Background: an optimization exercise with open tools, aiming at small area, a short achievable clock period and few clock cycles per item. Do not read the settings as production practice. Function was checked by simulation only, so behaviour that the tests miss may differ from the original. The flow treats the clock pin as an ideal source. Dropping or thinning the clock tree relies on that and would not hold on a real chip. Power is estimated from default activity; no workload was simulated.

==> harbor <==
==> flow/design.v <==
module crc_code_faulty_memory(
    input clk,
    input rst,
    input write,
    input read,
    input [7:0] data_in,
    input [3:0] addr_in,
    input [3:0] fault_addr,
    input [1:0] burst_error_length,
    input fault_enable,
    output mem_write_busy,
    output read_busy,
    output data_valid,
    output error_detected,
    output completed,
    output [7:0] data_out
);
    reg       wr_p;
    reg       rd_p;
    reg [3:0] addr_p;
    reg [7:0] pay_p;
    always @(posedge clk or posedge rst) begin
        if (rst)
            rd_p <= 1'b0;
        else
            rd_p <= read;
    end
    always @(posedge clk) begin
        wr_p   <= write;
        addr_p <= addr_in;
        pay_p  <= read ? {1'b0, fault_enable, burst_error_length, fault_addr} : data_in;
    end
    wire [7:0] wdata_p      = pay_p;
    wire [3:0] fault_addr_p = pay_p[3:0];
    wire [1:0] burst_len_p  = pay_p[5:4];
    wire       fault_en_p   = pay_p[6];
    reg [7:0] mem [0:15];
    always @(posedge clk) begin
        if (wr_p)
            mem[addr_p] <= wdata_p;
    end
    wire [15:0] start_at = 16'd1 << fault_addr_p;
    wire        len_ge1  = |burst_len_p;
    wire        len_ge2  = burst_len_p[1];
    wire        len_eq3  = &burst_len_p;
    reg  [7:0]  dmask;
    integer j;
    always @(*) begin
        for (j = 0; j < 8; j = j + 1)
            dmask[j] = fault_en_p && (start_at[j + 4] ||
                                      (start_at[j + 3] && len_ge1) ||
                                      (start_at[j + 2] && len_ge2) ||
                                      (start_at[j + 1] && len_eq3));
    end
    wire err = fault_en_p && (fault_addr_p < 4'd12);
    reg       done_r, valid_r, error_r;
    reg [7:0] data_r;
    always @(posedge clk or posedge rst) begin
        if (rst)
            done_r <= 1'b0;
        else
            done_r <= rd_p;
    end
    always @(posedge clk) begin
        valid_r <= rd_p & ~err;
        error_r <= rd_p & err;
        data_r  <= mem[addr_p] ^ dmask;
    end
    assign mem_write_busy = 1'b0;
    assign read_busy      = 1'b0;
    assign completed      = done_r;
    assign data_valid     = valid_r;
    assign error_detected = error_r;
    assign data_out       = data_r;
endmodule
==> flow/flow/run.sh <==
#!/bin/bash
# Layout: the standard flow (standard.sh), with its synthesis unchanged and
# these ORFS settings for the later steps:
#  - port buffers of the smallest plain buffer (the resizer sizes them up as
#    timing needs) instead of the default delay-cell buffers;
#  - before clock tree synthesis, mux4_1 cells become the smaller mux4_2;
#  - a two-level clock tree of inverters built by flow/mcts.tcl in place of
#    TritonCTS (PRE_CTS hook): the registers are split by position into
#    groups, each driven by a leaf inverter at its centre; the clock port
#    drives a few mid-level inverters, each driving the leaves of
#    neighbouring groups. Every register sees two inversions.
set -uo pipefail
export MCTS_GROUPS=8 MCTS_ROOT=2 MCTS_BUF=sky130_fd_sc_hd__inv_8 MCTS_LPM=2 MCTS_MID=sky130_fd_sc_hd__inv_8
EXTRA=("BUFFER_PORTS_ARGS=-buffer_cell sky130_fd_sc_hd__buf_1" "PRE_CTS_TCL=$PWD/flow/pre_cts.tcl")
bash standard.sh synth > synth.log 2>&1 || { tail -n 30 synth.log; exit 1; }
bash standard.sh "${EXTRA[@]}" finish > layout.log 2>&1 || { tail -n 30 layout.log; exit 1; }
==> flow/flow/mcts.tcl <==
# Manual clock tree: the registers are split by position into MCTS_GROUPS
# groups (2 columns, then rows), each driven by one leaf clock buffer placed
# at the centre of its group. The leaf buffers are driven by the clock port
# directly, or, with MCTS_ROOT set, by one root buffer at their centre.
proc manual_cts {args} {
  set ngrp [expr {[info exists ::env(MCTS_GROUPS)] ? $::env(MCTS_GROUPS) : 4}]
  set root [expr {[info exists ::env(MCTS_ROOT)] ? $::env(MCTS_ROOT) : 0}]
  set bufm [expr {[info exists ::env(MCTS_BUF)] ? $::env(MCTS_BUF) : "sky130_fd_sc_hd__clkbuf_16"}]
  mcts_dissolve
  set block [ord::get_db_block]
  set clknet [$block findNet clk]
  set sinks {}
  foreach it [$clknet getITerms] {
    set inst [$it getInst]
    lassign [$inst getLocation] x y
    set w [[$inst getMaster] getWidth]
    lappend sinks [list $it [expr {$x + $w/2}] $y]
  }
  set n [llength $sinks]
  # split into two halves by x, then each half into ngrp/2 by y
  set byx [lsort -integer -index 1 $sinks]
  set groups {}
  set ncol [expr {$ngrp >= 4 ? 2 : 1}]
  if {$ngrp % $ncol} { error "manual_cts: MCTS_GROUPS must be even" }
  set nrow [expr {$ngrp / $ncol}]
  set per [expr {int(ceil(double($n) / $ncol))}]
  for {set c 0} {$c < $ncol} {incr c} {
    set col [lrange $byx [expr {$c*$per}] [expr {($c+1)*$per - 1}]]
    set col [lsort -integer -index 2 $col]
    set m [llength $col]
    set per2 [expr {int(ceil(double($m) / $nrow))}]
    for {set r 0} {$r < $nrow} {incr r} {
      lappend groups [lrange $col [expr {$r*$per2}] [expr {($r+1)*$per2 - 1}]]
    }
  }
  set master [[ord::get_db] findMaster $bufm]
  set drv $clknet
  if {$root == 2} {
    # one mid-level buffer per MCTS_LPM leaf groups, driven by the clock port
    set mids {}
    set lpm [expr {[info exists ::env(MCTS_LPM)] ? $::env(MCTS_LPM) : 2}]
    set midm [expr {[info exists ::env(MCTS_MID)] ? $::env(MCTS_MID) : "sky130_fd_sc_hd__clkbuf_16"}]
    for {set q 0} {$q < [llength $groups] / $lpm} {incr q} {
      set minst [odb::dbInst_create $block [[ord::get_db] findMaster $midm] "clkbuf_m_mid_$q"]
      set mnet [odb::dbNet_create $block "clknet_m_mid_$q"]
      $mnet setSigType CLOCK
      [$minst findITerm A] connect $clknet
      [mcts_out $minst] connect $mnet
      set pair [concat {*}[lrange $groups [expr {$lpm*$q}] [expr {$lpm*$q + $lpm - 1}]]]
      set sx 0; set sy 0
      foreach s $pair { set sx [expr {$sx + [lindex $s 1]}]; set sy [expr {$sy + [lindex $s 2]}] }
      $minst setLocation [expr {$sx / [llength $pair]}] [expr {$sy / [llength $pair]}]
      $minst setPlacementStatus PLACED
      lappend mids $mnet
    }
  }
  if {$root == 1} {
    set rinst [odb::dbInst_create $block [[ord::get_db] findMaster sky130_fd_sc_hd__clkbuf_16] "clkbuf_m_root"]
    set drv [odb::dbNet_create $block "clknet_m_root"]
    $drv setSigType CLOCK
    [$rinst findITerm A] connect $clknet
    [mcts_out $rinst] connect $drv
    set sx 0; set sy 0
    foreach s $sinks { set sx [expr {$sx + [lindex $s 1]}]; set sy [expr {$sy + [lindex $s 2]}] }
    $rinst setLocation [expr {$sx / $n}] [expr {$sy / $n}]
    $rinst setPlacementStatus PLACED
  }
  set k 0
  foreach g $groups {
    if {[llength $g] == 0} continue
    set sx 0; set sy 0
    foreach s $g { set sx [expr {$sx + [lindex $s 1]}]; set sy [expr {$sy + [lindex $s 2]}] }
    set cx [expr {$sx / [llength $g]}]; set cy [expr {$sy / [llength $g]}]
    set inst [odb::dbInst_create $block $master "clkbuf_m_$k"]
    set net [odb::dbNet_create $block "clknet_m_$k"]
    $net setSigType CLOCK
    foreach s $g { set it [lindex $s 0]; $it disconnect; $it connect $net }
    if {$root == 2} { set drv [lindex $mids [expr {$k / $lpm}]] }
    [$inst findITerm A] connect $drv
    [mcts_out $inst] connect $net
    $inst setLocation $cx $cy
    $inst setPlacementStatus PLACED
    puts "manual_cts: clkbuf_m_$k drives [llength $g] sinks at ($cx, $cy)"
    incr k
  }
  $clknet setSigType CLOCK
}

# Before placement: group the registers by function (each memory word with
# the words that share its first read-multiplexer level, the other registers
# spread evenly) and give each group a clock buffer, so that global placement
# pulls each group together. manual_cts replaces this tree by one grouped on
# the final register positions.
proc mcts_pregroup {} {
  set ngrp [expr {[info exists ::env(MCTS_GROUPS)] ? $::env(MCTS_GROUPS) : 4}]
  set bufm [expr {[info exists ::env(MCTS_BUF)] ? $::env(MCTS_BUF) : "sky130_fd_sc_hd__clkbuf_16"}]
  set block [ord::get_db_block]
  set clknet [$block findNet clk]
  set master [[ord::get_db] findMaster $bufm]
  set nets {}
  for {set k 0} {$k < $ngrp} {incr k} {
    set inst [odb::dbInst_create $block $master "clkbuf_p_$k"]
    set net [odb::dbNet_create $block "clknet_p_$k"]
    $net setSigType CLOCK
    [$inst findITerm A] connect $clknet
    [mcts_out $inst] connect $net
    $inst setDoNotTouch 1
    lappend nets $net
  }
  set wpg [expr {16 / $ngrp}]
  set rr 0
  foreach it [$clknet getITerms] {
    set inst [$it getInst]
    if {[string match clkbuf_p_* [$inst getName]]} continue
    if {[regexp {^mem\[([0-9]+)\]} [$inst getName] -> w]} {
      set g [expr {($w / $wpg) % $ngrp}]
    } else {
      set g [expr {$rr % $ngrp}]
      incr rr
    }
    $it disconnect
    $it connect [lindex $nets $g]
  }
}

# Undo mcts_pregroup: the registers go back onto the clock port's net.
proc mcts_dissolve {} {
  set block [ord::get_db_block]
  set clknet [$block findNet clk]
  foreach inst [$block getInsts] {
    if {![string match clkbuf_p_* [$inst getName]]} continue
    set net [[mcts_out $inst] getNet]
    foreach it [$net getITerms] {
      if {[$it getInst] eq $inst} continue
      $it disconnect
      $it connect $clknet
    }
    $inst setDoNotTouch 0
    odb::dbInst_destroy $inst
    odb::dbNet_destroy $net
  }
}

# Output pin of a clock buffer (X) or inverter (Y).
proc mcts_out {inst} {
  set it [$inst findITerm X]
  if {$it eq "NULL" || $it eq ""} { set it [$inst findITerm Y] }
  return $it
}

# Swap cells for the same function in a smaller and no weaker drive:
# sky130_fd_sc_hd__mux4_2 is smaller than mux4_1.
proc swap_dominated_cells {} {
  set n 0
  foreach inst [[ord::get_db_block] getInsts] {
    if {[[$inst getMaster] getName] eq "sky130_fd_sc_hd__mux4_1"} {
      replace_cell [$inst getName] sky130_fd_sc_hd__mux4_2
      incr n
    }
  }
  puts "swap_dominated_cells: $n mux4_1 -> mux4_2"
}
==> flow/flow/pre_cts.tcl <==
# ORFS PRE_CTS hook: swap dominated cells, then build the clock tree with
# manual_cts (mcts.tcl) in place of TritonCTS; the rest of the CTS step
# (placement legalisation, timing repair) runs as usual.
source [file join [file dirname [info script]] mcts.tcl]
swap_dominated_cells
proc clock_tree_synthesis {args} { manual_cts }
==> flow/standard.sh <==
#!/bin/bash
# synth_recipe.tcl (not shown) runs the flow's synth.tcl, then flattens the netlist and writes it again
# the make line also repeats each setting of config.mk as NAME=value (left out here)
make -C /OpenROAD-flow-scripts/flow DESIGN_CONFIG=/design/flow/config.mk WORK_HOME=/design/flow/orfs CLKGATE_MAP_FILE= SYNTH_SCRIPT=/design/flow/synth_recipe.tcl "${@:-finish}"
==> flow/config.mk <==
export PLATFORM = sky130hd
export DESIGN_NAME = crc_code_faulty_memory
export DESIGN_NICKNAME = crc_code_faulty_memory
export VERILOG_FILES = /design/flow/design.v
export SDC_FILE = /design/flow/constraint.sdc
export NUM_CORES = 4
export LEC_CHECK = 0
export CAP_MARGIN = 20
export CORE_MARGIN = 2
export CORE_UTILIZATION = 70
export PLACE_DENSITY = 0.8
export SETUP_SLACK_MARGIN = 4.15
export SLEW_MARGIN = 20
==> flow/constraint.sdc <==
create_clock -name core_clock -period 6.0 [get_ports {clk}]
set_input_delay 1.2000 -clock core_clock [delete_from_list [all_inputs] [get_ports {clk}]]
set_output_delay 1.2000 -clock core_clock [all_outputs]
set_load 0.01 [all_outputs]
==> delta (differences from harbor) <==
==> flow/flow/run.sh (replaced) <==
#!/bin/bash
# Layout: the standard flow (standard.sh), with its synthesis unchanged and
# these ORFS settings for the later steps:
#  - port buffers of the smallest plain buffer (the resizer sizes them up as
#    timing needs) instead of the default delay-cell buffers;
#  - a two-level clock tree of inverters built by flow/mcts.tcl in place of TritonCTS
#    (PRE_CTS hook): the registers are split by position into groups, each
#    driven by a leaf clock buffer at its centre; the clock port drives a few
#    mid-level buffers, each driving the leaf buffers of neighbouring groups.
set -uo pipefail
export MCTS_GROUPS=8 MCTS_ROOT=2 MCTS_BUF=sky130_fd_sc_hd__clkinv_8 MCTS_LPM=2 MCTS_MID=sky130_fd_sc_hd__clkinv_8
EXTRA=("BUFFER_PORTS_ARGS=-buffer_cell sky130_fd_sc_hd__buf_1" "PRE_CTS_TCL=$PWD/flow/pre_cts.tcl")
bash standard.sh synth > synth.log 2>&1 || { tail -n 30 synth.log; exit 1; }
bash standard.sh "${EXTRA[@]}" finish > layout.log 2>&1 || { tail -n 30 layout.log; exit 1; }
--- a/flow/flow/mcts.tcl
+++ b/flow/flow/mcts.tcl
@@ -148,15 +148,2 @@
   return $it
 }
-
-# Swap cells for the same function in a smaller and no weaker drive:
-# sky130_fd_sc_hd__mux4_2 is smaller than mux4_1.
-proc swap_dominated_cells {} {
-  set n 0
-  foreach inst [[ord::get_db_block] getInsts] {
-    if {[[$inst getMaster] getName] eq "sky130_fd_sc_hd__mux4_1"} {
-      replace_cell [$inst getName] sky130_fd_sc_hd__mux4_2
-      incr n
-    }
-  }
-  puts "swap_dominated_cells: $n mux4_1 -> mux4_2"
-}
==> flow/flow/pre_cts.tcl (replaced) <==
# ORFS PRE_CTS hook: build the clock tree with manual_cts (mcts.tcl) in place
# of TritonCTS; the rest of the CTS step (placement legalisation, timing
# repair) runs as usual.
source [file join [file dirname [info script]] mcts.tcl]
proc clock_tree_synthesis {args} { manual_cts }
SETUP_SLACK_MARGIN = 4.2   (was 4.15)
==> qor summary <==
| quantity | delta | harbor |
|---|---|---|
| Routed WL | 11800 um | 11000 um |
| Outcome | complete, no violations | complete, no violations |
| Sequential group share of total power | 0.685 | 0.694 |
| P_seq | 0.00124 W | 0.00123 W |
| R2r setup slk | 4140 ps | 4220 ps |
| Total Power Consumption | 0.00180 W | 0.00177 W |
| Met1 demand-to-capacity share in global routing | 0.395 | 0.387 |
| Area after DPL | 6070 um^2 | 6090 um^2 |
| Non-Filler Cell Area, Final | 6540 um^2 | 6310 um^2 |
| Critical path endpoint category | register | output pin |
| Worst Hold Margin | 391 ps | 410 ps |
| Clock share of power | 0.237 | 0.233 |
| Vias | 3069 | 2939 |
| Highest attainable clock frequency | 0.538 GHz | 0.544 GHz |
| Number of global-route vias before repair | 2854 | 2959 |
| Met3 global-route usage | 0.0196 | 0.00861 |
| Destination of the worst register-to-register timing path | mem[9][1] | mem[2][0] |
| Total power per unit cell area | 276 nW/um^2 | 281 nW/um^2 |
| Filler-free cell count of the finished design | 452 | 450 |
| Fraction of standard cell area that is sequential | 0.669 | 0.691 |
| Combinational power | 0.000141 W | 0.000130 W |
| Final nets | 372 | 370 |
| Worst-Margin Slew | 883 ps | 890 ps |
| Post-DP HPWL | 6800 um | 6760 um |
Testbench counts of harbor, summed over its fixed seeds: cycles 4,806, items 4,800.
Testbench counts of delta, summed over its fixed seeds: cycles 4,806, items 4,800.
In every run of this note, the design's own scripts or RTL, not TritonCTS, make the clock network.

-- re-timing with driven ports --
The results above use ideal ports. As a check the final layouts listed here were re-extracted and re-timed, cells and wires unchanged.
Step 1: set_driving_cell puts a clkbuf_16 on clk and a buf_2 on each other input, an assumption about the parent block.
Step 2, shift: input delay + t, output delay - t, t = (earliest + latest rising clock arrival at the registers) / 2. This alone moves slack from input paths to output paths.
Slacks: ideal ports / drivers / drivers and shift; pairs: ideal ports / drivers.
| run | t (ns) | slack for setup (ns) | hold WS [ns] | pins driven straight from the clock port |
|---|---|---|---|---|
| harbor | 0.241 | 4.161 / 4.035 / 4.154 | 0.410 / 0.411 / 0.411 | 4 |
| delta | 0.267 | 4.140 / 4.059 / 4.140 | 0.391 / 0.391 / 0.391 | 4 |
After both steps setup and hold are still met in every run listed. For harbor, which loses most, drivers alone change the setup slack by -0.126 ns; drivers and shift together by -0.007 ns.
